This is an optimization exercise on Yosys and OpenROAD, whose aim is small area, not a production implementation.
Only simulation tests tie the RTL to the original design; equivalence was not proved.
No driver is modelled on the clock port, so clocking that relies on it looks cheaper here than on a real chip.
No activity file was given, so power comes from the tool's default toggle rates.

**flow/config.mk**
```make
export PLATFORM = sky130hd
export DESIGN_NAME = color_sharp_memory_display_driver
export DESIGN_NICKNAME = color_sharp_memory_display_driver
export VERILOG_FILES = /design/flow/design.v
export SDC_FILE = /design/flow/constraint.sdc
export NUM_CORES = 4
export LEC_CHECK = 0
export CAP_MARGIN = 20
export CORE_MARGIN = 2
export CORE_UTILIZATION = 40
export PLACE_DENSITY = 0.6
export SLEW_MARGIN = 20
```
**flow/constraint.sdc**
```tcl
create_clock -name core_clock -period 10.0 [get_ports {clk_i}]
set_input_delay 2.0000 -clock core_clock [delete_from_list [all_inputs] [get_ports {clk_i}]]
set_output_delay 2.0000 -clock core_clock [all_outputs]
set_load 0.01 [all_outputs]
```
**flow/design.v**
```verilog
module color_sharp_memory_display_driver (
    input clk_i,
    input reset_i,
    output logic vsync_o,
    output logic [15:0] addr_o,
    output logic read_valid_o,
    input [15:0] pixel_data_i,
    output logic intb_o,
    output logic bsp_o,
    output logic bck_o,
    output logic gsp_o,
    output logic gck_o,
    output logic gen_o,
    output logic vcom_o,
    output logic vb_o,
    output logic va_o,
    output logic [1:0] r_o,
    output logic [1:0] g_o,
    output logic [1:0] b_o
);
    logic [2:0] c;
    logic [6:0] bn;
    logic [9:0] kn;
    wire [6:0] b = ~bn;
    wire [9:0] k = ~kn;
    logic srf, sup;
    logic [11:0] un;
    wire [11:0] u = ~un;
    logic hn;
    wire h = ~hn;
    logic [5:0] cap;
    wire c1 = (c == 3'd1);
    wire c7 = (c == 3'd7);
    wire b_last = (b == 7'd123);
    wire win = b_last && (c >= 3'd2);
    wire k_hi = k[9] && k[7];                        
    wire k644 = k[9] && (k[7:0] == 8'd132);          
    wire k646 = k[9] && (k[7:0] == 8'd134);          
    wire k647 = k[9] && k[8] && k[6];                
    wire k0 = (k == 10'd0);
    wire k645 = k[9] && (k[7:0] == 8'd133);
    wire p25 = (b > 7'd25) || (b == 7'd25 && c != 3'd0);
    wire p30 = (b > 7'd30) || (b == 7'd30 && c != 3'd0);
    wire p61 = (b > 7'd61) || (b == 7'd61 && c != 3'd0);
    wire tick = (c == 3'd4) && (b[1:0] == 2'd0);
    wire [12:0] u_inc = {1'b0, u} + {12'd0, tick};
    always_ff @(posedge clk_i) begin
        c <= c + 3'd1;
        if (c7) begin
            bn <= ~(b_last ? 7'd0 : b + 7'd1);
            if (b_last) kn <= ~(k646 ? 10'd1023 : k + 10'd1);
        end
        if (c1 && b_last && k646 && !k[8]) srf <= 1'b0;
        if (c1) begin
            if (k[0] ^ b_last)
                cap <= {pixel_data_i[12], pixel_data_i[4], pixel_data_i[10],
                        pixel_data_i[2], pixel_data_i[8], pixel_data_i[0]};
            else
                cap <= {pixel_data_i[13], pixel_data_i[5], pixel_data_i[11],
                        pixel_data_i[3], pixel_data_i[9], pixel_data_i[1]};
            if (!k_hi && !srf) {r_o, g_o, b_o} <= cap;
        end
        if (srf) begin
            un <= ~12'd4064;
            hn <= 1'b0;
            sup <= 1'b1;
        end else begin
            un <= ~(u_inc[11:0] | (u_inc[12] ? 12'd971 : 12'd0));
            hn <= ~(h ^ u_inc[12]);
            if (u_inc[12]) sup <= 1'b0;
        end
        if (reset_i) begin
            c <= 3'd0;
            bn <= ~7'd121;
            kn <= ~10'd898;
            srf <= 1'b1;
            sup <= 1'b1;
            un <= ~12'd4064;
            hn <= 1'b0;
            {r_o, g_o, b_o} <= 6'd0;
        end
    end
    always_comb begin
        read_valid_o = (c == 3'd0) && !srf;
        addr_o = (srf || (sup && win && !k[0])) ? 16'd0 :
                 {k[7:0], 1'b0, b};
        bck_o = b[0] && !(k[9] && k[8] && k[2:0] == 3'b010 && !b[1]);
        gck_o = k[0] ^ win;
        intb_o = !((k644 && p25) || k645 || (k646 && !p30) ||
                   (k[9] && k[8] && !(k[2] && k[1])));
        gsp_o = (k646 && p61) || k647 || (k0 && !p61);
        bsp_o = (b_last && c >= 3'd3) || (b == 7'd0) || (b == 7'd1 && c <= 3'd2);
        vsync_o = (k[9:1] == 9'b100111111) && (k[0] ^ (b_last && c >= 3'd3));
        gen_o = !k0 && !(k_hi && k[2:0] != 3'd0) &&
                ((b == 7'd20 && c != 3'd0) || (b > 7'd20 && b < 7'd80) || (b == 7'd80 && c == 3'd0));
        va_o = !sup && !h;
        vcom_o = !sup && h;
        vb_o = !sup && h;
    end
endmodule
```
**flow/flow/run.sh**
```bash
#!/bin/bash
# Own layout flow: the standard flow (standard.sh) with these changes.
#  1. Synthesis: the same ORFS synthesis script as the standard flow's (-nofsm -noshare,
#     flattened, $func$ nets renamed), but ORFS's adder cell mapping is
#     skipped and ABC maps the logic with an area-oriented script.  ABC does
#     not touch the flip-flops, so the registers (names and cell types) are
#     the standard synthesis's.
#  2. The port buffers are the smallest buffer cell (buf_1).
#  3. Clock tree synthesis adds no dummy load cells, and after it each clock
#     buffer is downsized (clk_resize.tcl) to the smallest clkbuf that keeps
#     the flip-flop clock-pin slew under 100 ps; then the standard flow goes
#     on from the resized clock tree.
# Every tool's full output goes to standard.log here and to the ORFS logs
# under orfs/logs.
set -euo pipefail
W=$PWD
cat > $W/area.abc <<'EOT'
strash
ifraig
scorr
dc2
strash
&get -n
&deepsyn -T 30
&put
dch -f
amap
strash
dch -f
amap
topo
EOT
cat > $W/own_synth.tcl <<EOT
set ::env(ADDER_MAP_FILE) ""
proc synth {args} { yosys synth -nofsm -noshare {*}\$args }
proc abc {args} {
  set i [lsearch -exact \$args -script]
  if { \$i >= 0 } { set args [lreplace \$args \$i [expr {\$i + 1}] -script $W/area.abc] }
  set i [lsearch -exact \$args -D]
  if { \$i >= 0 } { set args [lreplace \$args \$i [expr {\$i + 1}]] }
  puts "own abc: \$args"
  yosys abc {*}\$args
}
source \$::env(SCRIPTS_DIR)/synth.tcl
# left out here: clear keep_hierarchy, flatten, clean up
yosys rename -hide {w:*\$func\$*}
write_verilog -noattr -nohex -nodec \$::env(RESULTS_DIR)/1_2_yosys.v
EOT
bash standard.sh cts SYNTH_SCRIPT=$W/own_synth.tcl \
  "BUFFER_PORTS_ARGS=-buffer_cell sky130_fd_sc_hd__buf_1" \
  "CTS_ARGS=-sink_clustering_enable -repair_clock_nets -dont_use_dummy_load" > standard_cts.log 2>&1
RES=$W/orfs/results/sky130hd/color_sharp_memory_display_driver/base LIB=$FLOW_HOME/platforms/sky130hd/lib/sky130_fd_sc_hd__tt_025C_1v80.lib \
  openroad -no_init -exit $W/flow/clk_resize.tcl > clk_resize.log 2>&1
bash standard.sh finish SYNTH_SCRIPT=$W/own_synth.tcl \
  "BUFFER_PORTS_ARGS=-buffer_cell sky130_fd_sc_hd__buf_1" \
  "CTS_ARGS=-sink_clustering_enable -repair_clock_nets -dont_use_dummy_load" > standard.log 2>&1
```
**flow/flow/clk_resize.tcl**
```tcl
# Downsize each clock tree buffer to the smallest clkbuf whose flip-flop clock
# pins still see a slew below the target (placement parasitics).
set res $::env(RES)
read_db $res/4_cts.odb
read_liberty $::env(LIB)
read_sdc $res/4_cts.sdc
source $::env(FLOW_HOME)/platforms/sky130hd/setRC.tcl
set_propagated_clock [all_clocks]
set target 0.100
proc max_clk_slew {} {
  estimate_parasitics -placement
  set mx 0
  foreach p [get_pins -hierarchical */CLK] {
    foreach prop {slew_max_rise slew_max_fall} {
      set s [get_property $p $prop]
      if {$s > $mx} {set mx $s}
    }
  }
  return $mx
}
puts "start max clock-pin slew [max_clk_slew]"
set bufs {}
foreach inst [[ord::get_db_block] getInsts] {
  set m [[$inst getMaster] getName]
  if {[string match sky130_fd_sc_hd__clkbuf_* $m]} { lappend bufs [list [$inst getName] $m] }
}
foreach b $bufs {
  lassign $b name orig
  set best $orig
  foreach size {sky130_fd_sc_hd__clkbuf_2 sky130_fd_sc_hd__clkbuf_4 sky130_fd_sc_hd__clkbuf_8} {
    if {$size eq $orig} break
    replace_cell [get_cells $name] $size
    set s [max_clk_slew]
    if {$s < $target} { set best $size; break }
  }
  replace_cell [get_cells $name] $best
  puts "clock buffer $name: $orig -> $best"
}
puts "end max clock-pin slew [max_clk_slew]"
write_db $res/4_cts.odb
```
**flow/standard.sh**
```bash
#!/bin/bash
# synth_recipe.tcl (not shown) runs the flow's synth.tcl, then flattens the netlist and writes it again
# the make line also repeats each setting of config.mk as NAME=value (left out here)
make -C /OpenROAD-flow-scripts/flow DESIGN_CONFIG=/design/flow/config.mk WORK_HOME=/design/flow/orfs CLKGATE_MAP_FILE= SYNTH_SCRIPT=/design/flow/synth_recipe.tcl "${@:-finish}"
```
==> results of run 1 <==
[flip-flops by register name, summed over array words and instances (netlist names)]
signal and flops:
srf 1, c 3, bn 7, g_o 2, kn 10, r_o 2, hn 1, sup 1
b_o 2, un 12, cap 6
[how the worst min path moves through the flow]
| stage | start | end | slack, ns | depth (start not counted) |
|---|---|---|---|---|
| after CTS | un[9] | un[9] | 0.46 | 2 |
| final | un[6] | un[6] | 0.46 | 2 |
| after global placement | cap[2] | g_o[0] | 0.43 | 1 |
| after floorplan | un[9] | un[9] | 0.43 | 2 |
| after global routing | cap[0] | b_o[0] | 0.48 | 1 |
| after detailed placement | cap[4] | r_o[0] | 0.44 | 1 |
[routing by layer]
metal  wire length, µm  part of all wire
met1              2341              0.51
met2              2001              0.44
met3               185             0.040
met4                71             0.015
met5                 0                 0
[synth_stat cells, types with 4 or more instances]
library cell,count
sky130_fd_sc_hd__dfxtp_1,41
sky130_fd_sc_hd__or2_0,4
sky130_fd_sc_hd__o21ai_0,13
sky130_fd_sc_hd__nor3_1,11
sky130_fd_sc_hd__o22a_1,6
sky130_fd_sc_hd__nor2_1,61
sky130_fd_sc_hd__a21oi_1,19
sky130_fd_sc_hd__o211ai_1,4
sky130_fd_sc_hd__clkinv_1,32
sky130_fd_sc_hd__edfxtp_1,6
sky130_fd_sc_hd__or3_1,4
sky130_fd_sc_hd__o21a_1,6
sky130_fd_sc_hd__a32o_1,6
sky130_fd_sc_hd__nand2_1,26
[where the power goes]
group	leakage (nW)	total (mW)	internal [mW]	switching (mW)
clock network	0.0329	0.0948	0.0382	0.0566
logic	0.378	0.0117	0.00404	0.00761
registers	0.388	0.195	0.194	0.00134
total	0.798	0.301	0.236	0.0656
[critical path: cells and delay by family (launching register included)]
family | cells | cell delay, ns
simple gates | 4 | 0.72
flops | 1 | 0.35
compound gates | 2 | 0.99
buf+inv | 2 | 0.59
[stage by stage]
stage / instance area, µm² / hold WS [ns] / power (mW) / utilization
finish: 2381 / 0.4568 / 0.3015 / 0.4692
global route: 2381 / 0.4774 / 0.3139 / 0.4692
CTS: 2390 / 0.4606 / 0.3135 / 0.4709
detailed placement: 2321 / 0.4433 / 0.2112 / 0.4573
global placement: 2321 / 0.4347 / 0.2110 / 0.4573
floorplan: 2079 / 0.4310 / 0.2064 / -
[logic make-up (layout without fill, tap and decap cells)]
| logic type | Yosys count | after routing |
|---|---|---|
| compound gates | 68 | 68 |
| buf+inv | 34 | 82 |
| flops | 47 | 47 |
| other cells | 1 | 1 |
| simple gates | 114 | 114 |
[cell type report]
class	count	area, µm²
fillers	543	2694
multi-input cells	183	943.4
well taps	70	87.58
flip-flops and latches	47	1001
inverters	32	120.1
repair buffers	45	168.9
clock buffers	5	60.06
==> reports/summary.md, run 1 <==
* dominant combinational cell family by area after synthesis: simple AND/OR/NAND/NOR gates
* top cell type by total area after synthesis: sky130_fd_sc_hd__dfxtp_1
* mux cell area share after synthesis: 0
* Worst Skew: 0.01541 ns
* FF+latch count, synth: 47
* die width: 76.10 µm
* area fraction in compound gates after synthesis: 0.2214
* Syn-to-layout area delta: 14.50%
* row cnt: 26
* number of gates resized after cts: 0
* count of nets after finishing: 332
* number of setup violations in the final report: 0
* ratio of cells with drive above 1 in the final layout: 0.01603
* post-synthesis simple-gate area fraction: 0.2304
* drt via density: 4.880
* post-route setup TNS: 0 ns
* overall global routing resource usage: 0.1692
* layer carrying the most global-route usage: met2
* Pleak: 0.7984 nW
* unrepaired setup endpoints after global routing: false
* power per cell area: 126.6 nW/µm²
* final HPWL from detailed placement: 3453 µm
* antenna violations before repair: 0
* timing startpoint of the critical path: bn[3]
* Critical R2R Capture: un[0]
* Antenna Violating Nets Remaining: 0
* setup slack of the critical path after layout: 4.983 ns
* top flip-flop cell by instance count after synthesis: sky130_fd_sc_hd__dfxtp_1
* Clk pin slew, worst setup/hold paths: 0.08 ns
* instance count of the mapped netlist: 264
* total number of vias: 1864
* initial standard-cell utilization of the core: 0.4098
* post-detailed-routing wire length: 4600 µm
* Worst Max-Slew Pin Slew: 0.8051 ns
* Post-synth EDFFs: 6
* number of buffers between clock root and the deepest sink: 2
* CTS tree: built
* routability-driven placement congestion ratio: 0.7590
* most common cell type on the critical path: sky130_fd_sc_hd__nor2_1
* vias in the first global route: 1696
* number of pins with negative max-slew slack in the final report: 0
* worst setup slack after placement: 5.341 ns
* arrival time worst endpoint: 3.02 ns
* starting DRC count in detailed routing: 69
* overall die area: 5791 µm²
* synthesized netlist net count: 282
* crit-path max cell delay: 0.67 ns
* sequence of cells on the critical path: nor2_1 -> nand2_1 -> nor2_1 -> nand4_1 -> a21oi_1 -> clkinv_1 -> o211a_1 -> buf_1
* postcts setup bufs: 0
* biggest area contributors in the synthesized netlist: sky130_fd_sc_hd__dfxtp_1 (39%), sky130_fd_sc_hd__nor2_1 (11%), sky130_fd_sc_hd__edfxtp_1 (8.7%)
* clock latency on the worst-skew pair: 0.38 ns
* post-synthesis xor/xnor area fraction: 0
* Final Instance Count excl. Fillers: 382
* die outline height: 76.10 µm
* data required time of the worst path: 8.00 ns
* number of buffers inserted for hold repair after clock tree synthesis: 0
* fraction of synthesis flops using an asynchronous set or reset pin: 0
* Max Clk Rate: 0.1993 GHz
* path depth of the worst reg2reg path: 19
* clk root buf: sky130_fd_sc_hd__clkbuf_8
* Port Buffer Count: 45
* Routed WL per cell: 12.04 µm
* startpoint class of the critical path: flop
* Worst R2R Start: c[1]
* Cells after DPL: 377
* Synth top area share: 0.3947
* synth warn: 1
* result of the run: timing/DRC/antenna clean
* Unique masters post-synth: 33
* met1 Resource Use GR: 0.2318
* Maximum Capacitance Violations: 0
* setup slack, reg-to-reg: 6.13 ns
* Initial DRT Pass Iterations: 4
* met3 global-route usage: 0.03436
* Worst Setup Path Type: flop to primary output
* critical-path cell with the highest stage delay: sky130_fd_sc_hd__a21oi_1
* sink count of the clock tree: 47
* Residual DRC: 0
* Worst Setup End Kind: primary output
* GR Layer Usage met2: 0.2616
* I/O pin total: 51
* mean instance size in the synthesized netlist: 7.877 µm²
* proportion of synthesized chip area in sequential cells: 0.4813
* hold violation total from the final report: 0
* number of diodes added for antenna fixing: 0
* post-layout minimum cycle time: 5.017 ns
* portion of the clock cycle consumed by the worst path in the final layout: 0.5017
* highest fanout seen on the critical path: 8
* cell area after synthesis: 2079 µm²
* type of the tightest min-delay check: flop to flop
* core box area: 5075 µm²
* worst setup path endpoint: vsync_o
* leading cell types in the layout, fill and taps excluded: sky130_fd_sc_hd__nor2_1 (61), sky130_fd_sc_hd__buf_1 (45), sky130_fd_sc_hd__dfxtp_1 (41)
* pin count of the biggest net entering global routing: 17
* number of buffers added by the clock tree synthesis step: 5
* most common cell after layout, fill and taps aside: sky130_fd_sc_hd__nor2_1
* H-Tree Depth: 2
* wire length of the first global-routing pass: 7983 µm
* Max transition margin: 0.4632
* area share of fa/ha/maj cells after synthesis: 0
* worst supply voltage drop on vdd: 50.74 µV
* total congestion overflow: 0
==> run 2: changes to the inputs <==
--- a/flow/design.v
+++ b/flow/design.v
@@ -38,9 +38,6 @@
     wire k646 = k[9] && (k[7:0] == 8'd134);          
     wire k647 = k[9] && k[8] && k[6];                
     wire k0 = (k == 10'd0);
-    wire k645 = k[9] && (k[7:0] == 8'd133);
-    wire p25 = (b > 7'd25) || (b == 7'd25 && c != 3'd0);
-    wire p30 = (b > 7'd30) || (b == 7'd30 && c != 3'd0);
     wire p61 = (b > 7'd61) || (b == 7'd61 && c != 3'd0);
     wire tick = (c == 3'd4) && (b[1:0] == 2'd0);
     wire [12:0] u_inc = {1'b0, u} + {12'd0, tick};
@@ -60,6 +57,8 @@
                         pixel_data_i[3], pixel_data_i[9], pixel_data_i[1]};
             if (!k_hi && !srf) {r_o, g_o, b_o} <= cap;
         end
+        if (b == 7'd25 && k644) intb_o <= 1'b0;
+        if (b == 7'd30 && k646) intb_o <= 1'b1;
         if (srf) begin
             un <= ~12'd4064;
             hn <= 1'b0;
@@ -78,6 +77,7 @@
             un <= ~12'd4064;
             hn <= 1'b0;
             {r_o, g_o, b_o} <= 6'd0;
+            intb_o <= 1'b0;
         end
     end
     always_comb begin
@@ -86,8 +86,6 @@
                  {k[7:0], 1'b0, b};
         bck_o = b[0] && !(k[9] && k[8] && k[2:0] == 3'b010 && !b[1]);
         gck_o = k[0] ^ win;
-        intb_o = !((k644 && p25) || k645 || (k646 && !p30) ||
-                   (k[9] && k[8] && !(k[2] && k[1])));
         gsp_o = (k646 && p61) || k647 || (k0 && !p61);
         bsp_o = (b_last && c >= 3'd3) || (b == 7'd0) || (b == 7'd1 && c <= 3'd2);
         vsync_o = (k[9:1] == 9'b100111111) && (k[0] ^ (b_last && c >= 3'd3));
--- a/flow/flow/run.sh
+++ b/flow/flow/run.sh
@@ -26,6 +26,9 @@
 dch -f
 amap
 strash
+&get -n
+&deepsyn -T 30
+&put
 dch -f
 amap
 topo
==> run 2 against run 1 <==
Design area is 1.3% higher. Clock skew decreased by 0.0028 ns. Critical path depth rose by 2. Register-to-register slack about the same. Core utilization is 0.62 points higher. Critical endpoint is now addr_o[3].
==> reports/summary.md, run 2 <==
* sink count of the clock tree: 48
* biggest area contributors in the synthesized netlist: sky130_fd_sc_hd__dfxtp_1 (40%), sky130_fd_sc_hd__nor2_1 (12%), sky130_fd_sc_hd__edfxtp_1 (8.6%)
* routability-driven placement congestion ratio: 0.8539
* portion of the clock cycle consumed by the worst path in the final layout: 0.5496
* number of pins with negative max-slew slack in the final report: 0
* Post-synth EDFFs: 6
* core box area: 5075 µm²
* initial standard-cell utilization of the core: 0.4144
* setup slack, reg-to-reg: 6.13 ns
* die width: 76.52 µm
* Pleak: 0.7856 nW
* largest registers: un: 12 flops, kn: 10 flops, bn: 7 flops
* number of buffers between clock root and the deepest sink: 2
* Max Clk Rate: 0.1820 GHz
* number of buffers added by the clock tree synthesis step: 5
* post-layout minimum cycle time: 5.496 ns
* most common cell after layout, fill and taps aside: sky130_fd_sc_hd__nor2_1
* number of diodes added for antenna fixing: 0
* antenna violations before repair: 0
* unrepaired setup endpoints after global routing: false
* overall die area: 5855 µm²
* startpoint class of the critical path: flop
* Clk pin slew, worst setup/hold paths: 0.09 ns
* Synth top area share: 0.3998
* hold depth: 2
* Worst Max-Slew Pin Slew: 0.7738 ns
* top cell type by total area after synthesis: sky130_fd_sc_hd__dfxtp_1
* Critical R2R Capture: hn
* total congestion overflow: 0
* number of setup violations in the final report: 0
* Worst Skew: 0.01256 ns
* starting DRC count in detailed routing: 117
* Unique masters post-synth: 32
* final HPWL from detailed placement: 3457 µm
* Syn-to-layout area delta: 14.69%
* Worst Hold Path EP: un[9]
* result of the run: timing/DRC/antenna clean
* instance count of the mapped netlist: 269
* count of nets after finishing: 338
* final total power: 305.7 µW
* I/O pin total: 51
* Port Buffer Count: 45
* Residual DRC: 0
* top flip-flop cell by instance count after synthesis: sky130_fd_sc_hd__dfxtp_1
* ratio of cells with drive above 1 in the final layout: 0.01887
* Initial DRT Pass Iterations: 4
* drt via density: 5.039
* synth warn: 1
* flip-flop count of the largest register, all copies and words added: 12
* path depth of the worst reg2reg path: 19
* Maximum Capacitance Violations: 0
* leading cell types by count after synthesis: sky130_fd_sc_hd__nor2_1 (68), sky130_fd_sc_hd__dfxtp_1 (42), sky130_fd_sc_hd__clkinv_1 (33)
* Routed WL per cell: 11.72 µm
* fraction of synthesis flops using an asynchronous set or reset pin: 0
* Top reg by flops: un
* clk root buf: sky130_fd_sc_hd__clkbuf_8
* number of buffers inserted for hold repair after clock tree synthesis: 0
* vias in the first global route: 1786
* clock latency on the worst-skew pair: 0.36 ns
* CTS tree: built
* timing startpoint of the critical path: bn[3]
* startpoint of the tightest hold check path: un[9]
* power per cell area: 126.7 nW/µm²
* pin count of the biggest net entering global routing: 18
* H-Tree Depth: 2
* overall global routing resource usage: 0.1673
* most common cell in the synthesized netlist: sky130_fd_sc_hd__nor2_1
* number of gates resized after cts: 0
* Worst Setup Path Type: flop to primary output
* arrival time worst endpoint: 3.50 ns
* hold violation total from the final report: 0
* post-detailed-routing wire length: 4546 µm
* wire length of the first global-routing pass: 8024 µm
* synthesized netlist net count: 287
* die outline height: 76.52 µm
* worst supply voltage drop on vdd: 51.03 µV
* highest fanout seen on the critical path: 14
* type of the tightest min-delay check: flop to flop
* postcts setup bufs: 0
* cell area after synthesis: 2103 µm²
* Worst Setup End Kind: primary output
* post-route setup TNS: 0 ns
* Worst R2R Start: bn[0]
* FF+latch count, synth: 48
* total number of vias: 1955
* Antenna Violating Nets Remaining: 0
* mean instance size in the synthesized netlist: 7.819 µm²
* row cnt: 26
* proportion of synthesized chip area in sequential cells: 0.4854
* data required time of the worst path: 8.00 ns
* Max transition margin: 0.4802
* leading cell types in the layout, fill and taps excluded: sky130_fd_sc_hd__nor2_1 (68), sky130_fd_sc_hd__buf_1 (45), sky130_fd_sc_hd__dfxtp_1 (42)
[run 2: changes by cell type after synthesis, moves of 3 or more]
| cell | before | now |
|---|---|---|
| sky130_fd_sc_hd__nand2_1 | 26 | 22 |
| sky130_fd_sc_hd__nand3_1 | 2 | 9 |
| sky130_fd_sc_hd__nor2_1 | 61 | 68 |
| sky130_fd_sc_hd__o21a_1 | 6 | 3 |
| sky130_fd_sc_hd__or3_1 | 4 | 1 |
[run 2: kinds of logic after synthesis]
logic type,count (synthesis),share of synthesized area
AO/OA/AOI/OAI,64,0.2040
AND/OR/NAND/NOR,121,0.2427
other,1,0.001783
buffers and inverters,35,0.06603
flip-flops,48,0.4854
[run 2: area by class of cell]
| class | instances | area [µm²] |
|---|---|---|
| repair buffers | 46 | 176.4 |
| clock buffers | 5 | 60.06 |
| well taps | 70 | 87.58 |
| inverters | 33 | 123.9 |
| flip-flops and latches | 48 | 1021 |
| multi-input cells | 186 | 943.4 |
| fillers | 555 | 2663 |
[run 2: per-layer routing]
metal,global-route usage,vias to the layer above,part of all wire
met1,0.2211,870,0.49
met5,0,-,0
met3,0.03555,4,0.041
li1,-,1042,-
met2,0.2726,39,0.45
met4,0.05455,0,0.0092
[run 2: stage by stage]
step	hold WS [ns]	util	std cells	area, µm²	setup WS [ns]
2_1_floorplan	0.4302	-	269	2103	5.658
3_3_place_gp	0.4355	0.4635	383	2352	4.869
3_5_place_dp	0.4431	0.4635	383	2352	4.864
4_1_cts	0.4540	0.4771	388	2421	4.534
5_1_grt	0.4785	0.4753	388	2412	4.180
6_report	0.4518	0.4753	388	2412	4.504
[run 2: worst max-delay path by stage]
| stage | endpoint | slack [ns] | cells after the start |
|---|---|---|---|
| after floorplan | addr_o[0] | 5.66 | 9 |
| after global placement | addr_o[1] | 4.87 | 10 |
| after detailed placement | addr_o[1] | 4.86 | 10 |
| after CTS | addr_o[3] | 4.53 | 10 |
| after global routing | addr_o[0] | 4.18 | 10 |
| final | addr_o[3] | 4.50 | 10 |
[run 2: worst max-delay path, stage by stage (launching register included)]
cell                       delay [ns]
sky130_fd_sc_hd__dfxtp_1         0.37
sky130_fd_sc_hd__or2_0           0.29
sky130_fd_sc_hd__nor2_1          0.14
sky130_fd_sc_hd__nand3_1         0.12
sky130_fd_sc_hd__nor2_1          0.20
sky130_fd_sc_hd__clkinv_1        0.17
sky130_fd_sc_hd__o22ai_1         0.58
sky130_fd_sc_hd__clkinv_1        0.44
sky130_fd_sc_hd__a41o_1          0.50
sky130_fd_sc_hd__nor2_1          0.17
sky130_fd_sc_hd__buf_1           0.17
[run 2: where the power goes]
part | total [mW] | switching [mW] | internal (mW)
logic | 0.0118 | 0.00757 | 0.00418
clock network | 0.0951 | 0.0568 | 0.0383
registers | 0.199 | 0.00121 | 0.198
==> run 3: changes to the inputs <==
--- a/flow/flow/run.sh
+++ b/flow/flow/run.sh
@@ -26,9 +26,6 @@
 dch -f
 amap
 strash
-&get -n
-&deepsyn -T 30
-&put
 dch -f
 amap
 topo
==> run 3 against run 2 <==
Still clean. Non-clock buffer count decreased by 1. Area after synthesis decreased by 0.83%. Register-to-register slack got worse by 0.17 ns. Die area decreased by 0.80%. First-iteration DRC count decreased by 56%. Wire length increased by 1.6%. Clock power about the same. Worst hold slack improved by 0.0046 ns. Critical endpoint is now gck_o. Largest cell class unchanged. Highest routed layer unchanged.
==> reports/summary.md, run 3 <==
* result of the run: timing/DRC/antenna clean
* crit-path max cell delay: 0.55 ns
* pin count of the biggest net entering global routing: 16
* core box area: 5075 µm²
* number of buffers between clock root and the deepest sink: 2
* postcts setup bufs: 0
* Clk pin slew, worst setup/hold paths: 0.09 ns
* top flip-flop cell by instance count after synthesis: sky130_fd_sc_hd__dfxtp_1
* clock latency on the worst-skew pair: 0.38 ns
* drt via density: 4.902
* cell area after synthesis: 2086 µm²
* Worst Setup Path Type: flop to primary output
* top cell type by total area after synthesis: sky130_fd_sc_hd__dfxtp_1
* arrival time worst endpoint: 3.04 ns
* Internal Dissipation: 239.6 µW
* Residual DRC: 0
* post-route setup TNS: 0 ns
* post-synthesis simple-gate area fraction: 0.2507
* count of fill cells added during filler insertion: 556
* fraction of synthesis flops using an asynchronous set or reset pin: 0
* Antenna Violating Nets Remaining: 0
* Max Clk Rate: 0.1985 GHz
* Initial DRT Pass Iterations: 4
* leading cell types by count after synthesis: sky130_fd_sc_hd__nor2_1 (73), sky130_fd_sc_hd__dfxtp_1 (42), sky130_fd_sc_hd__clkinv_1 (32)
* most common cell after layout, fill and taps aside: sky130_fd_sc_hd__nor2_1
* final HPWL from detailed placement: 3476 µm
* synth warn: 1
* highest fanout seen on the critical path: 8
* FF+latch count, synth: 48
* I/O pin total: 51
* Synth top area share: 0.4031
* Syn-to-layout area delta: 14.76%
* Max transition margin: 0.5364
* P_sw: 65.83 µW
* H-Tree Depth: 2
* instance count of the mapped netlist: 271
* Routed WL per cell: 11.87 µm
* most common cell in the synthesized netlist: sky130_fd_sc_hd__nor2_1
* number of diodes added for antenna fixing: 0
* antenna violations before repair: 0
* number of pins with negative max-slew slack in the final report: 0
* mean instance size in the synthesized netlist: 7.696 µm²
* Worst Max-Slew Pin Slew: 0.6954 ns
* sequence of cells on the critical path: or2_0 -> nor2_1 -> nand3_1 -> nor2_1 -> clkinv_1 -> o22ai_1 -> clkinv_1 -> o22ai_1 -> buf_1
* setup slack, reg-to-reg: 5.96 ns
* Worst Hold Path EP: r_o[1]
* count of nets after finishing: 339
* hold depth: 1
* starting DRC count in detailed routing: 52
* overall die area: 5808 µm²
* initial standard-cell utilization of the core: 0.4110
* Critical R2R Capture: hn
* type of the tightest min-delay check: flop to flop
* unrepaired setup endpoints after global routing: false
* number of setup violations in the final report: 0
* sink count of the clock tree: 48
* Port Buffer Count: 45
* biggest area contributors in the synthesized netlist: sky130_fd_sc_hd__dfxtp_1 (40%), sky130_fd_sc_hd__nor2_1 (13%), sky130_fd_sc_hd__edfxtp_1 (8.6%)
* portion of the clock cycle consumed by the worst path in the final layout: 0.5038
* total congestion overflow: 0
* startpoint of the tightest hold check path: cap[5]
* Seq pwr share: 0.651
* vias in the first global route: 1872
* largest registers: un: 12 flops, kn: 10 flops, bn: 7 flops
* die outline height: 76.21 µm
* proportion of synthesized chip area in sequential cells: 0.4895
* data required time of the worst path: 8.00 ns
* post-detailed-routing wire length: 4617 µm
* Worst R2R Start: bn[0]
* startpoint class of the critical path: flop
* post-synthesis xor/xnor area fraction: 0
* Post-synth EDFFs: 6
* area occupied by registers: 1021 µm²
* wire length of the first global-routing pass: 8204 µm
* mux cell area share after synthesis: 0
* dominant combinational cell family by area after synthesis: simple AND/OR/NAND/NOR gates
* Top reg by flops: un
* clock network power share: 0.312
* Comb power frac: 0.037
* Cells after DPL: 384
* switching power share of the total: 0.2156
* path depth of the worst reg2reg path: 19
* critical-path cell with the highest stage delay: sky130_fd_sc_hd__o22ai_1
* number of gates resized after cts: 0
* number of buffers inserted for hold repair after clock tree synthesis: 0
* Worst Setup End Kind: primary output
* clk root buf: sky130_fd_sc_hd__clkbuf_8
* die width: 76.21 µm
* ratio of cells with drive above 1 in the final layout: 0.01881
* synthesized netlist net count: 289
* flip-flop count of the largest register, all copies and words added: 12
* leading cell types in the layout, fill and taps excluded: sky130_fd_sc_hd__nor2_1 (73), sky130_fd_sc_hd__buf_1 (45), sky130_fd_sc_hd__dfxtp_1 (42)
* Worst Hold Slack: 0.4564 ns
* hold violation total from the final report: 0
* Maximum Capacitance Violations: 0
* routability-driven placement congestion ratio: 0.7880
* overall global routing resource usage: 0.1716
* worst supply voltage drop on vdd: 51.48 µV
* Multi-input gate area: 935.9 µm²
* number of buffers added by the clock tree synthesis step: 5
* Final Instance Count excl. Fillers: 389
* Unique masters post-synth: 29
* Worst Skew: 0.02065 ns
* area share of fa/ha/maj cells after synthesis: 0
* power per cell area: 127.6 nW/µm²
* Pleak: 0.7956 nW
* post-layout minimum cycle time: 5.038 ns
* area fraction in compound gates after synthesis: 0.1932
* CTS tree: built
* row cnt: 26
* total number of vias: 1907
## run 3: cell type report
type,count,area share
Clock buffer,5,0.02509
Inverter,32,0.05018
Multi-Input combinational cell,189,0.3910
Sequential cell,48,0.4266
Tap cell,70,0.03659
Timing Repair Buffer,45,0.07057
## run 3: stage by stage
step | total power, mW | setup WS [ns] | util | cell area (µm²)
after floorplan | 0.2098 | 5.958 | - | 2086
after detailed placement | 0.2145 | 4.991 | 0.4586 | 2327
final | 0.3054 | 4.962 | 0.4716 | 2394
after global placement | 0.2144 | 5.054 | 0.4586 | 2327
after CTS | 0.3145 | 5.047 | 0.4721 | 2396
after global routing | 0.3163 | 4.733 | 0.4716 | 2394
## run 3: how the worst max path moves through the flow
stage	start	end	slack, ns	depth (start not counted)
after floorplan	bn[3]	gck_o	5.96	8
after global placement	reset_i	b_o[1]	5.05	6
after detailed placement	reset_i	b_o[0]	4.99	6
after CTS	bn[3]	gck_o	5.05	9
after global routing	bn[3]	gck_o	4.73	9
final	bn[3]	gck_o	4.96	9
## run 3: worst max-delay path: cells and delay by family (launching register included)
family                 cells  cell delay, ns
AND/OR/NAND/NOR            4            0.73
flip-flops                 1            0.36
buffers and inverters      3            0.76
AO/OA/AOI/OAI              2            0.81
## run 3: logic make-up after synthesis
logic type,after synthesis
other,1
DFF,48
AOI/OAI and AO/OA,61
and+or+nand+nor,127
buffers and inverters,34
## run 3: power by group through the flow
| stage | sequential (mW) | clock [mW] | combinational (mW) |
|---|---|---|---|
| after floorplan | 0.203 | 0 | 0.00674 |
| after global placement | 0.203 | 0 | 0.0110 |
| after detailed placement | 0.203 | 0 | 0.0111 |
| after CTS | 0.199 | 0.105 | 0.0111 |
| after global routing | 0.199 | 0.104 | 0.0128 |
| final | 0.199 | 0.0953 | 0.0112 |
## run 3: layer usage
metal / up-vias / track usage / wire length [µm]
met5: - / 0 / 0
met4: 0 / 0.08000 / 105
met3: 9 / 0.02962 / 172
met2: 35 / 0.2885 / 2074
met1: 834 / 0.2144 / 2266
li1: 1029 / - / -
==> run 4: changes to the inputs <==
--- a/flow/design.v
+++ b/flow/design.v
@@ -36,7 +36,7 @@
     wire k_hi = k[9] && k[7];                        
     wire k644 = k[9] && (k[7:0] == 8'd132);          
     wire k646 = k[9] && (k[7:0] == 8'd134);          
-    wire k647 = k[9] && k[8] && k[6];                
+    wire k647 = k[9] && (k[7:0] == 8'd135);          
     wire k0 = (k == 10'd0);
     wire p61 = (b > 7'd61) || (b == 7'd61 && c != 3'd0);
     wire tick = (c == 3'd4) && (b[1:0] == 2'd0);
@@ -45,7 +45,7 @@
         c <= c + 3'd1;
         if (c7) begin
             bn <= ~(b_last ? 7'd0 : b + 7'd1);
-            if (b_last) kn <= ~(k646 ? 10'd1023 : k + 10'd1);
+            if (b_last) kn <= ~(k647 ? 10'd0 : k + 10'd1);
         end
         if (c1 && b_last && k646 && !k[8]) srf <= 1'b0;
         if (c1) begin
@@ -83,7 +83,7 @@
     always_comb begin
         read_valid_o = (c == 3'd0) && !srf;
         addr_o = (srf || (sup && win && !k[0])) ? 16'd0 :
-                 {k[7:0], 1'b0, b};
+                 {k[7:0] | {8{k647}}, 1'b0, b};
         bck_o = b[0] && !(k[9] && k[8] && k[2:0] == 3'b010 && !b[1]);
         gck_o = k[0] ^ win;
         gsp_o = (k646 && p61) || k647 || (k0 && !p61);
==> run 4 against run 3 <==
Still clean on timing, DRC and antenna. First-iteration DRC count grew to 2.8 times the previous value. Worst hold slack worse by 0.0052 ns. Design area increased by 0.68%. Critical path depth did not move. Total power is 0.46% higher. Non-clock buffer count is 2 higher. Sequential share of layout area down 0.29 points. Clock-buffer cell count did not move. Via count grew 1.7%. Clock power grew 2%. Largest cell class unchanged.
==> reports/summary.md, run 4 <==
* die width: 76.34 µm
* Max transition margin: 0.5249
* startpoint of the tightest hold check path: un[7]
* Port Buffer Count: 45
* number of buffers added by the clock tree synthesis step: 5
* H-Tree Depth: 2
* Unique masters post-synth: 32
* final HPWL from detailed placement: 3517 µm
* row cnt: 26
* pin count of the biggest net entering global routing: 19
* cell area after synthesis: 2093 µm²
* synthesized netlist net count: 285
* most common cell after layout, fill and taps aside: sky130_fd_sc_hd__nor2_1
* sink count of the clock tree: 48
* number of setup violations in the final report: 0
* leading cell types by count after synthesis: sky130_fd_sc_hd__nor2_1 (68), sky130_fd_sc_hd__dfxtp_1 (42), sky130_fd_sc_hd__clkinv_1 (30)
* leading cell types in the layout, fill and taps excluded: sky130_fd_sc_hd__nor2_1 (68), sky130_fd_sc_hd__buf_1 (45), sky130_fd_sc_hd__dfxtp_1 (42)
* Worst Hold Path EP: un[7]
* proportion of synthesized chip area in sequential cells: 0.4877
* family with the most delay on the worst path: simple AND/OR/NAND/NOR gates
* arrival time worst endpoint: 2.76 ns
* highest fanout seen on the critical path: 14
* Critical R2R Capture: hn
* Antenna Violating Nets Remaining: 0
* biggest area contributors in the synthesized netlist: sky130_fd_sc_hd__dfxtp_1 (40%), sky130_fd_sc_hd__nor2_1 (12%), sky130_fd_sc_hd__edfxtp_1 (8.6%)
* crit-path max cell delay: 0.49 ns
* clock latency on the worst-skew pair: 0.39 ns
* overall global routing resource usage: 0.1686
* unrepaired setup endpoints after global routing: false
* total number of vias: 1940
* type of the tightest min-delay check: flop to flop
* Syn-to-layout area delta: 15.12%
* setup slack, reg-to-reg: 6.35 ns
* vias in the first global route: 1795
* Synth top area share: 0.4017
* CTS tree: built
* instance count of the mapped netlist: 267
* total congestion overflow: 0
* routability-driven placement congestion ratio: 0.8027
* I/O pin total: 51
* flip-flop count of the largest register, all copies and words added: 12
* Top reg by flops: un
* portion of the clock cycle consumed by the worst path in the final layout: 0.4762
* startpoint class of the critical path: flop
* synth warn: 1
* data required time of the worst path: 8.00 ns
* postcts setup bufs: 0
* initial standard-cell utilization of the core: 0.4125
* mean instance size in the synthesized netlist: 7.840 µm²
* most common cell in the synthesized netlist: sky130_fd_sc_hd__nor2_1
* power per cell area: 127.3 nW/µm²
* clk root buf: sky130_fd_sc_hd__clkbuf_8
* sequence of cells on the critical path: or2_0 -> nor2_1 -> clkinv_1 -> nor4_1 -> clkinv_1 -> nor2_1 -> a31o_1 -> o21ai_0 -> buf_1
* Final Instance Area: 2410 µm²
* wire length of the first global-routing pass: 8004 µm
* count of fill cells added during filler insertion: 556
* starting DRC count in detailed routing: 145
* Routed WL per cell: 12.11 µm
* overall die area: 5828 µm²
* Worst Setup Path Type: flop to primary output
* top flip-flop cell by instance count after synthesis: sky130_fd_sc_hd__dfxtp_1
* Maximum Capacitance Violations: 0
* critical-path cell with the highest stage delay: sky130_fd_sc_hd__a31o_1
* antenna violations before repair: 0
* Post-synth EDFFs: 6
* Worst Setup End Kind: primary output
* worst supply voltage drop on vdd: 52.49 µV
* Initial DRT Pass Iterations: 4
* post-route setup TNS: 0 ns
* number of gates resized after cts: 0
* result of the run: timing/DRC/antenna clean
* Clk pin slew, worst setup/hold paths: 0.07 ns
* number of buffers inserted for hold repair after clock tree synthesis: 0
* hold depth: 2
* number of diodes added for antenna fixing: 0
* Worst Skew: 0.02094 ns
* FF+latch count, synth: 48
* top cell type by total area after synthesis: sky130_fd_sc_hd__dfxtp_1
* Max Clk Rate: 0.2100 GHz
* largest registers: un: 12 flops, kn: 10 flops, bn: 7 flops
* number of buffers between clock root and the deepest sink: 2
* die outline height: 76.34 µm
* Worst Max-Slew Pin Slew: 0.7126 ns
* post-detailed-routing wire length: 4686 µm
* placed instance area: 2350 µm²
* core box area: 5075 µm²
* Pleak: 0.8077 nW
* fraction of synthesis flops using an asynchronous set or reset pin: 0
* path depth of the worst reg2reg path: 17
* Worst R2R Start: bn[0]
* post-layout minimum cycle time: 4.762 ns
* number of pins with negative max-slew slack in the final report: 0
* worst path buffer plus inverter count: 3
* hold violation total from the final report: 0
* ratio of cells with drive above 1 in the final layout: 0.02208
* drt via density: 5.013
* Residual DRC: 0
* count of nets after finishing: 337
run 4: cell count changes after synthesis, sizes merged, moves of 3 or more:
cell,before,now
o211ai,1,4
o21ai,9,15
nand2,26,23
a21oi,23,17
nor2,73,68
run 4: power breakdown:
| part | internal (mW) | switching [mW] | leakage, nW |
|---|---|---|---|
| sequential | 0.198 | 0.00125 | 0.396 |
| clock | 0.0383 | 0.0585 | 0.0329 |
| combinational | 0.00384 | 0.00725 | 0.379 |
| total | 0.240 | 0.0670 | 0.808 |
run 4: worst max-delay path by stage:
stage / to / cells after the start / start / slack, ns
2_1_floorplan: addr_o[11] / 8 / bn[3] / 6.09
3_3_place_gp: addr_o[12] / 9 / bn[3] / 5.58
3_5_place_dp: addr_o[12] / 9 / bn[3] / 5.59
4_1_cts: addr_o[12] / 9 / bn[3] / 5.26
5_1_grt: addr_o[12] / 9 / bn[3] / 4.92
6_report: addr_o[12] / 9 / bn[3] / 5.24
run 4: cells by family after synthesis:
| logic type | synth area share |
|---|---|
| AND/OR/NAND/NOR | 0.2528 |
| AO/OA/AOI/OAI | 0.1967 |
| flip-flops | 0.4877 |
| buffers and inverters | 0.06097 |
| other | 0.001791 |
run 4: through the flow:
step	total power [mW]	utilization	hold slack [ns]	worst slack, ns	cells
after global routing	0.3199	0.4749	0.4897	4.923	387
after CTS	0.3182	0.4766	0.4543	5.256	387
final	0.3068	0.4749	0.4512	5.238	387
after detailed placement	0.2147	0.4630	0.4432	5.589	382
after global placement	0.2144	0.4630	0.4355	5.581	382
after floorplan	0.2095	-	0.4302	6.092	267
run 4: worst register-to-register path, cell delays in order, from the launching register on:
cell                       delay [ns]
sky130_fd_sc_hd__dfxtp_1         0.50
sky130_fd_sc_hd__clkinv_1        0.16
sky130_fd_sc_hd__nor2_1          0.20
sky130_fd_sc_hd__nand3_1         0.13
sky130_fd_sc_hd__nor2_1          0.15
sky130_fd_sc_hd__clkinv_1        0.10
sky130_fd_sc_hd__nor2_1          0.13
sky130_fd_sc_hd__clkinv_1        0.09
sky130_fd_sc_hd__nor2_1          0.18
sky130_fd_sc_hd__nand2_1         0.12
sky130_fd_sc_hd__nor2_1          0.18
sky130_fd_sc_hd__nand2_1         0.11
sky130_fd_sc_hd__or2_0           0.25
sky130_fd_sc_hd__or2_0           0.26
sky130_fd_sc_hd__or3_1           0.40
sky130_fd_sc_hd__nor2_1          0.17
sky130_fd_sc_hd__nand2_1         0.13
sky130_fd_sc_hd__a221oi_1        0.29
run 4: per-layer routing:
layer  track usage  wire length, µm
met5             0                0
met3       0.03910              229
met4       0.04364               42
met1        0.2240             2349
met2        0.2770             2065
run 4: area by class of cell:
| type | instances | area, µm² | area share |
|---|---|---|---|
| clock buffer | 5 | 60.06 | 0.02492 |
| inverter | 30 | 112.6 | 0.04673 |
| multi-input combinational | 187 | 944.7 | 0.3920 |
| sequential | 48 | 1021 | 0.4237 |
| tap | 70 | 87.58 | 0.03634 |
| timing repair buffer | 47 | 183.9 | 0.07632 |

## separate check: timing with driven ports
How much do the figures lean on ideal ports? The routed layouts below were timed once more, with nothing changed but the port constraints. Step 1 assumes that a clkbuf_16 drives the clock port and a buf_2 every other input. Step 2 also shifts input and output timing later by t, the mid clock arrival at the registers, as if the neighbouring blocks saw the same clock. Slacks: ideal / step 1 / step 2; pairs: ideal / step 1.
| run | shift t [ns] | slack for setup (ns) | worst setup path at the end | worst slew at a driven data input, ns |
|---|---|---|---|---|
| run 1 | 0.394 | 4.983 / 4.957 / 5.351 | register to output | 0.03 |
| run 2 | 0.384 | 4.504 / 4.480 / 4.864 | register to output | 0.03 |
| run 3 | 0.400 | 4.962 / 4.936 / 5.336 | register to output | 0.04 |
| run 4 | 0.397 | 5.238 / 5.215 / 5.612 | register to output | 0.03 |
After both steps setup and hold are still met in every run listed.
